From an optimization exercise on the open Yosys and OpenROAD flow, aimed at small area, a short achievable clock period and few clock cycles per item; shortcuts taken in it are not production practice. At most, simulation tests tie the RTL to the original design; equivalence was not proved.

==> module RippleSub, before the edit <==
module RippleSub(
    input [15:0] np,
    input [15:0] c,
    output [16:0] nd
);
wire [16:0] u = {np[15], np};
wire [16:0] v = {c[15], c};
wire [17:0] k;
wire [6:0] g = u[6:0] & v[6:0];
wire [6:0] t = u[6:0] | v[6:0];
wire G1 = g[1] | (t[1] & g[0]);
wire G2 = g[3] | (t[3] & g[2]);
wire T2 = t[3] & t[2];
wire G3 = G2 | (T2 & G1);
wire G4 = g[5] | (t[5] & g[4]);
wire T4 = t[5] & t[4];
wire G5 = g[6] | (t[6] & G4);
wire T5 = t[6] & T4;
wire G6 = G5 | (T5 & G3);
assign k[0] = 1'b0;
assign k[7] = G6;
assign nd[0] = u[0] ^ v[0];
assign k[1] = g[0];
genvar i;
generate for (i = 1; i < 17; i = i + 1) begin : r
    if (i != 6) begin : f
        FullAdd fa(.a(u[i]), .b(v[i]), .c(k[i]), .s(nd[i]), .co(k[i + 1]));
    end else begin : e
        assign nd[i] = u[i] ^ v[i] ^ k[i];
    end
end endgenerate
endmodule
==> flow/config.mk <==
export PLATFORM = sky130hd
export DESIGN_NAME = HitTest
export DESIGN_NICKNAME = HitTest
export VERILOG_FILES = /design/flow/design.v
export SDC_FILE = /design/flow/constraint.sdc
export NUM_CORES = 4
export LEC_CHECK = 0
export CAP_MARGIN = 20
export CORE_MARGIN = 2
export CORE_UTILIZATION = 60
export SETUP_SLACK_MARGIN = 2.5
export SLEW_MARGIN = 20
export SYNTH_HIERARCHICAL = 1
export SYNTH_MINIMUM_KEEP_SIZE = 0
==> flow/constraint.sdc <==
create_clock -name core_clock -period 10.0 [get_ports {clk}]
set_input_delay 2.0000 -clock core_clock [delete_from_list [all_inputs] [get_ports {clk}]]
set_output_delay 2.0000 -clock core_clock [all_outputs]
set_load 0.01 [all_outputs]
standard.sh (not shown) runs the stock make flow with config.mk's settings and CLKGATE_MAP_FILE= SYNTH_SCRIPT=/design/flow/synth_recipe.tcl, a recipe that flattens the netlist after the stock synthesis.
==> flow/flow/run.sh <==
#!/bin/bash
set -euo pipefail
B="BUFFER_PORTS_ARGS=-buffer_cell sky130_fd_sc_hd__buf_1"
R=orfs/results/sky130hd/HitTest/base
bash standard.sh "$B" floorplan > standard_floorplan.log 2>&1
cat > upsize.tcl <<EOT
read_liberty $FLOW_HOME/platforms/sky130hd/lib/sky130_fd_sc_hd__tt_025C_1v80.lib
read_db $R/2_floorplan.odb
set n 0
foreach inst [[ord::get_db_block] getInsts] {
  set name [\$inst getName]
  if {[[\$inst getMaster] getName] eq "sky130_fd_sc_hd__dfxtp_1" && [string match {n[ab][xy]*} \$name]} {
    replace_cell \$name sky130_fd_sc_hd__dfxtp_4
    incr n
  }
}
puts "upsized \$n registers"
write_db $R/2_floorplan.odb
EOT
openroad -no_init -exit upsize.tcl > upsize.log 2>&1
bash standard.sh "$B" finish > standard_finish.log 2>&1
Then changed:
--- a/flow/design.v
+++ b/flow/design.v
@@ -1905,24 +1905,27 @@
 wire [16:0] u = {np[15], np};
 wire [16:0] v = {c[15], c};
 wire [17:0] k;
-wire [6:0] g = u[6:0] & v[6:0];
-wire [6:0] t = u[6:0] | v[6:0];
+wire [8:0] g = u[8:0] & v[8:0];
+wire [8:0] t = u[8:0] | v[8:0];
 wire G1 = g[1] | (t[1] & g[0]);
 wire G2 = g[3] | (t[3] & g[2]);
 wire T2 = t[3] & t[2];
 wire G3 = G2 | (T2 & G1);
 wire G4 = g[5] | (t[5] & g[4]);
 wire T4 = t[5] & t[4];
-wire G5 = g[6] | (t[6] & G4);
-wire T5 = t[6] & T4;
-wire G6 = G5 | (T5 & G3);
+wire G5 = g[7] | (t[7] & g[6]);
+wire T5 = t[7] & t[6];
+wire G6 = G5 | (T5 & G4);
+wire T6 = T5 & T4;
+wire G7 = G6 | (T6 & G3);
+wire G8 = g[8] | (t[8] & G7);
 assign k[0] = 1'b0;
-assign k[7] = G6;
+assign k[9] = G8;
 assign nd[0] = u[0] ^ v[0];
 assign k[1] = g[0];
 genvar i;
 generate for (i = 1; i < 17; i = i + 1) begin : r
-    if (i != 6) begin : f
+    if (i != 8) begin : f
         FullAdd fa(.a(u[i]), .b(v[i]), .c(k[i]), .s(nd[i]), .co(k[i + 1]));
     end else begin : e
         assign nd[i] = u[i] ^ v[i] ^ k[i];
Worst setup slack is better by 71 ps.
Design area is higher slightly.
Non-clock buffer count stays the same.
Synthesized area goes up slightly.
Cell count rises slightly.
Utilization fell by 0.93 points.
Routed wire length came out higher slightly.
Testbench counts after the change, summed over its fixed seeds: cycles 16,000, items 16,000.
The RTL of the first run of this note was laid out without a check of its function.

## afterwards: timing with drivers on the ports
No port has a modelled driver above. Below, the same layouts with a new extraction and two added sets of constraints.
Step 1 (the two cells are an assumption about what drives the block):
set clk [get_ports {clk}]
set_driving_cell -lib_cell sky130_fd_sc_hd__clkbuf_16 $clk
set_driving_cell -lib_cell sky130_fd_sc_hd__buf_2 [delete_from_list [all_inputs] $clk]
Step 2 times the ports against the registers' clock, not the clock port: input delays grow and output delays shrink by t, the midpoint of the rising clock arrivals with the driver on.
Slacks: ideal / step 1 / step 2; pairs: ideal / step 1.
run | t (ns) | setup slack, ns | worst setup path after step 2
the first run | 0.379 | 2.905 / 2.860 / 2.819 | input to register
the second run | 0.389 | 2.975 / 2.927 / 3.316 | register to output
After both steps every run listed still meets setup and hold. The setup slack of the first run, which loses most, moves by -0.045 ns with the drivers and by -0.086 ns with both steps.
